Context: an optimization exercise on an open-source flow, tuned for small area, a short achievable clock period and few clock cycles per item. The choices shown serve that exercise and are no tape-out recipe. Only simulation tests tie the RTL to the original design; equivalence was not proved. Power and IR drop assume default switching activity.

## design.v

```verilog
`timescale 1ns / 1ps
module axilite_s_v(
    input  wire         s_axi_aclk,
    input  wire         s_axi_aresetn,
    input  wire         s_axi_awvalid,
    output reg          s_axi_awready,
    input  wire [31: 0] s_axi_awaddr,
    input  wire         s_axi_wvalid,
    output reg          s_axi_wready,
    input  wire [31: 0] s_axi_wdata,
    output reg          s_axi_bvalid,
    input  wire         s_axi_bready,
    output reg  [1: 0]  s_axi_bresp,
    input  wire         s_axi_arvalid,
    output reg          s_axi_arready,
    input  wire [31: 0] s_axi_araddr,
    output reg          s_axi_rvalid,
    input  wire         s_axi_rready,
    output reg [31: 0]  s_axi_rdata,
    output reg  [1: 0]  s_axi_rresp
);
localparam idle            = 0, 
           send_wready     = 1,
           send_wdata      = 2,
           update_mem      = 3,
           send_wr_resp    = 4,
           send_wr_err     = 5,
           check_araddr    = 6,
           pop_data        = 7,
           send_rd_err     = 8;
reg [3:0] state;
reg [1:0] count;
integer i;
reg [31:0] waddr, raddr, wdata, rdata;
reg [31:0] mem [0:127];
always @(posedge s_axi_aclk) begin
    if (s_axi_aresetn == 1'b0) begin
        state <= idle;
        for (i = 0; i < 128; i=i+1) begin
            mem[i] <= 0;
        end
        s_axi_awready <= 0;
        s_axi_wready  <= 0;
        s_axi_bvalid  <= 0;
        s_axi_bresp   <= 0;
        s_axi_arready <= 0;
        s_axi_rvalid  <= 0;
        s_axi_rdata   <= 0;
        s_axi_rresp   <= 0;
        waddr         <= 0;
        raddr         <= 0;
        wdata         <= 0;
        rdata         <= 0;
    end else begin
        case (state)
            idle: begin
                s_axi_awready <= 0;
                s_axi_wready  <= 0;
                s_axi_bvalid  <= 0;
                s_axi_bresp   <= 0;
                s_axi_arready <= 0;
                s_axi_rvalid  <= 0;
                s_axi_rdata   <= 0;
                s_axi_rresp   <= 0;
                waddr         <= 0;
                raddr         <= 0;
                wdata         <= 0;
                rdata         <= 0;
                count         <= 0;
                s_axi_rvalid  <= 1'b0;
                if (s_axi_awvalid == 1'b1) begin
                    state         <= send_wready;
                    waddr         <= s_axi_awaddr;
                    s_axi_awready <= 1'b1;
                end else if (s_axi_arvalid == 1'b1) begin
                    state         <= check_araddr;
                    raddr         <= s_axi_araddr;
                    s_axi_arready <= 1'b1;
                end else begin
                    state         <= idle;
                end
            end
            send_wready: begin
                s_axi_awready <= 1'b0;
                if (s_axi_wvalid) begin
                    wdata        <= s_axi_wdata;
                    s_axi_wready <= 1'b1;
                    state        <= send_wdata;
                end else begin
                    state        <= send_wready;
                end
            end
            send_wdata: begin
                s_axi_wready <= 1'b0;
                if (waddr < 128) begin
                    state      <= update_mem;
                    mem[waddr] <= wdata;
                end else begin
                    state        <= send_wr_err;
                    s_axi_bresp  <= 2'b11;
                    s_axi_bvalid <= 1'b1;
                end
            end
            update_mem: begin
                mem[waddr] <= wdata;
                state      <= send_wr_resp;
            end
            send_wr_resp: begin
                s_axi_bresp  <= 2'b00;
                s_axi_bvalid <= 1'b1;
                if (s_axi_bvalid && s_axi_bready) begin
                    s_axi_bvalid <= 1'b0;
                    state <= idle;
                end else begin
                    state <= send_wr_resp;
                end
            end
            send_wr_err: begin
                if (s_axi_bready) begin
                    s_axi_bvalid <= 1'b0;
                    state <= idle;
                end else begin
                    state <= send_wr_err;
                end
            end
            check_araddr: begin
                s_axi_arready <= 1'b0;
                if (raddr < 128) begin
                    state <= pop_data;
                end else begin
                    s_axi_rvalid <= 1'b1;  
                    state        <= send_rd_err;
                    s_axi_rdata  <= 0;
                    s_axi_rresp  <= 2'b11;
                end
            end
            pop_data: begin
                if (count < 2) begin
                    rdata <= mem[raddr];
                    state <= pop_data;
                    count <= count + 1;
                end else begin
                    s_axi_rvalid <= 1'b1;  
                    s_axi_rdata  <= rdata; 
                    s_axi_rresp  <= 2'b00;
                    if (s_axi_rvalid && s_axi_rready) begin
                        s_axi_rvalid <= 1'b0;
                        s_axi_rdata  <= 0;
                        state <= idle;
                    end else begin
                        state <= pop_data;
                    end
                end
            end
            send_rd_err: begin
                if (s_axi_rready) begin
                    s_axi_rvalid <= 1'b0;
                    state <= idle;
                end else begin
                    state <= send_rd_err;
                end
            end
            default: state <= idle;
        endcase
    end
end
endmodule
```

## run.sh

```bash
#!/bin/bash
# synth_recipe.tcl (not shown) runs the flow's synth.tcl, then flattens the netlist and writes it again
# the make line also repeats each setting of config.mk as NAME=value (left out here)
make -C /OpenROAD-flow-scripts/flow DESIGN_CONFIG=/design/flow/config.mk WORK_HOME=/design/flow/orfs CLKGATE_MAP_FILE= SYNTH_SCRIPT=/design/flow/synth_recipe.tcl finish
```

## config.mk

```make
export PLATFORM = sky130hd
export DESIGN_NAME = axilite_s_v
export DESIGN_NICKNAME = axilite_s_v
export VERILOG_FILES = /design/flow/design.v
export SDC_FILE = /design/flow/constraint.sdc
export NUM_CORES = 4
export LEC_CHECK = 0
export CAP_MARGIN = 20
export CORE_MARGIN = 2
export CORE_UTILIZATION = 45
export SLEW_MARGIN = 20
export SYNTH_MEMORY_MAX_BITS = 8192
```

## constraint.sdc

```tcl
create_clock -name core_clock -period 5.0 [get_ports {s_axi_aclk}]
set_input_delay 1.0000 -clock core_clock [delete_from_list [all_inputs] [get_ports {s_axi_aclk}]]
set_output_delay 1.0000 -clock core_clock [all_outputs]
set_load 0.01 [all_outputs]
```

==> flow_summary.json <==
{
  "worst-path-buf-inv": 2,
  "grt_max_degree": 130,
  "cellLeakagePower_nw": 74.86,
  "fin_ws_ps": 304.5,
  "cts_root_buf": "clkbuf_16",
  "tns_ps": 0,
  "p_int_mw": 61.58,
  "vias": 113031,
  "ys_warn_count": 1,
  "relSlewSlack_pct": 12.07,
  "fin_crit_ps": 4695,
  "pin_count": 144,
  "core_area_sq_um": 427000,
  "ctsHoldBuffers": 0,
  "synthArstFlopShare_pct": 0,
  "post-route-period-util_pct": 93.91,
  "drc": 0,
  "num_rows": 240,
  "post_cts_resized": 0,
  "crit_arrival_ps": 5520,
  "p_sw_share_pct": 25.05,
  "synthTopCellsByCount": "and2_1, edfxtp_1, clkbuf_1, mux2i_1, mux4_2",
  "first_iter_violations": 14509,
  "startpoint_type": "register",
  "p_sw_mw": 20.58,
  "clkTransAtPathRegs_ps": 60,
  "rsz0062_at_grt": "false",
  "drv_cap": 0,
  "yosysTopAreaCell": "edfxtp_1",
  "pwr-share-comb_pct": 9.2,
  "grt_use_met3_pct": 5.280,
  "wl_per_cell_microns": 32.02,
  "portBuffers": 143,
  "use_met2_pct": 44.00,
  "fp.dieW_microns": 658.5,
  "synth_fp_nets": 13200,
  "powerDensity_nw_per_um2": 378.9,
  "status": "no timing/DRC/antenna violations",
  "synthDistinctLibCells": 63,
  "dp_slack_ps": 415.0,
  "clockPowerShare_pct": 40.6,
  "fmax_mhz": 213.0,
  "start_util_pct": 45.14,
  "cts_buffers": 456,
  "grt-busiest-layer": "met2",
  "worstMarginPinSlew_ps": 1282,
  "crit_end": "rdata[3]",
  "cts.sinks": 4276,
  "cts_max_level": 5,
  "ys.flop_type": "edfxtp_1",
  "seq_power_share_pct": 50.1,
  "clk_latency_ps": 1010,
  "grt_pass1_wl_microns": 855900,
  "die-area_sq_um": 433600,
  "path_cells": "buf_4 > buf_4 > mux2i_1 > a22oi_1 > nand3_1 > nand4_1 > a22oi_1 > nand3_1",
  "grt_pass1_vias": 113612,
  "ys_seq_area_share_pct": 65.69,
  "gp_congestion": 0.8649,
  "synth_edf_count": 4098,
  "ff2ff_path_depth": 8,
  "post_cts_buffers": 0,
  "hold_path_class": "in2reg",
  "fillers": 35325,
  "ys_seq_elements": 4276,
  "die_h_microns": 658.5,
  "antenna_found_initial": 47,
  "r2r_setup_slack_ps": 300,
  "setup_viol_count_final": 0,
  "synthTopCellsByArea": "edfxtp_1, and2_1, mux4_2, mux2i_1, clkbuf_1",
  "fin_nets": 12981,
  "cts_tree": "built",
  "drive_gt1_share_pct": 16.64,
  "drtPass1Iterations": 7,
  "final_antenna_net_count": 0,
  "slowest_delay_ps": 1130,
  "finClkSkew_ps": 48.70,
  "path_class": "reg2reg",
  "cp_slowest_cell": "a22oi_1",
  "slew_violations": 0,
  "syn_to_final_growth_pct": 12.48,
  "ir_worst_vdd_uv": 309.5,
  "path_delay_family": "compound AO/OA/AOI/OAI gates",
  "clock_path_buffers": 4,
  "gr-total-overflow": 0,
  "path_depth": 8,
  "critical_path_required_ps": 5820,
  "wl_microns": 607100,
  "viasPerCell": 5.963,
  "endpoint_kind": "register",
  "synth_area_sq_um": 192800,
  "dpl.hpwl_microns": 362200,
  "groute.usage.overall_pct": 27.59,
  "synth_top_area_share_pct": 63.84,
  "rr_endpoint": "rdata[3]",
  "hold_violations": 0,
  "crit_fanout": 34,
  "gr-usage-met1_pct": 37.16,
  "synth.most_common_cell": "and2_1",
  "syn_avg_cell_area_sq_um": 14.72,
  "syn_inst": 13097
}
## how the worst min path moves through the flow
stage	startpoint	to	slack, ps	depth (start not counted)
after detailed placement	waddr[28]	waddr[28]	450	2
after floorplan	waddr[21]	waddr[21]	430	2
after global placement	waddr[10]	waddr[10]	440	2
final	s_axi_aresetn	s_axi_rvalid	440	3
after global routing	s_axi_aresetn	s_axi_rvalid	460	3
after CTS	s_axi_aresetn	s_axi_rvalid	390	3
## flip-flops by register name, indices dropped and copies added, names as in the netlist, 2 cells and up, named ones only
| name | count |
|---|---|
| mem | 4096 |
| state | 4 |
| s_axi_rdata | 32 |
| count | 2 |
| waddr | 32 |
| raddr | 32 |
| rdata | 32 |
| wdata | 32 |
## power by group through the flow
stage               clock network (mW)  registers (mW)  logic, mW
global route                      35.0            41.3       7.87
floorplan                            0            41.4       4.40
detailed placement                   0            41.9       7.57
global placement                     0            41.8       7.51
finish                            33.4            41.2       7.59
CTS                               33.7            41.2       7.58
## placed cells by master, fill, tap and decap left out, types with 50 or more instances in the layout
| cell | count |
|---|---|
| a21oi_1 | 135 |
| a22oi_1 | 483 |
| and2_1 | 4098 |
| buf_12 | 62 |
| buf_4 | 479 |
| clkbuf_1 | 101 |
| clkbuf_16 | 466 |
| clkdlybuf4s50_1 | 142 |
| clkinv_1 | 107 |
| clkinv_2 | 79 |
| dfxtp_1 | 141 |
| edfxtp_1 | 4098 |
| mux2i_1 | 751 |
| mux4_2 | 703 |
| nand2_1 | 175 |
| nand3_1 | 267 |
| nand4_1 | 50 |
| nor2_1 | 127 |
| nor2_2 | 100 |
| o21ai_4 | 121 |
| o22ai_1 | 84 |
## routing by layer
| metal | vias to the layer above | part of all wire, % |
|---|---|---|
| met1 | 59043 | 39 |
| met4 | 18 | 4.8 |
| met5 | - | 0.020 |
| li1 | 47479 | - |
| met3 | 1009 | 9.2 |
| met2 | 5482 | 47 |
## through the flow
stage	cell area [sq um]	power (mW)	std cells	hold slack, ps	util, %
after floorplan	192800	45.83	13097	431.6	-
after global placement	202200	49.34	18105	438.1	47.34
after detailed placement	202200	49.50	18106	447.3	47.35
after CTS	216800	82.42	18944	391.3	50.76
after global routing	216800	84.16	18946	458.8	50.77
final	216800	82.16	18956	439.9	50.77
## worst min-delay path: cells and delay by family
kind / cells / cell delay [ps]
buffers and inverters: 1 / 200
muxes: 1 / 60
and+or+nand+nor: 1 / 120
## kinds of logic after synthesis
group	after synthesis	synth area share, %
buffers and inverters	1369	3.018
AO/OA/AOI/OAI	1000	3.477
AND/OR/NAND/NOR	4993	15.68
XOR/XNOR	1	0.004545
flip-flops	4276	65.69
multiplexers	1458	12.14
## final cells by class
type,count,area (sq um),share of cell area (%)
timing repair buffer,685,6285,2.899
tap,5687,7116,3.282
sequential,4276,126800,58.47
clock inverter,259,2381,1.098
inverter,7,27.53,0.01270
clock buffer,579,12210,5.630
antenna,11,27.53,0.01270
multi-input combinational,7452,62000,28.60
Testbench counts, summed over its fixed seeds: cycles 96,000, items 16,000.

[afterwards: timing with drivers on the ports]
No port has a modelled driver above. Below, the same layout with a new extraction and two added sets of constraints. Step 1 sets driving cells, clkbuf_16 on the clock port and buf_2 on the other inputs (assumed; they add their load-dependent delay and slew). Step 2 also shifts input and output timing later by t, the mid clock arrival at the registers, as if the neighbouring blocks saw the same clock. Three values: ideal ports, drivers, drivers and shift; two values: the first two.
shift t [ns]: 1.105
setup slack, ns: 0.305 / 0.305 / 0.305
hold slack, ns: 0.440 / 0.381 / 0.456
worst data-port slew with drivers (ns): 0.11
pins driven straight from the clock port: 1
After both steps this run still meets setup and hold. The setup slack of this run moves by 0.000 ns with the drivers and by 0.000 ns with both steps.
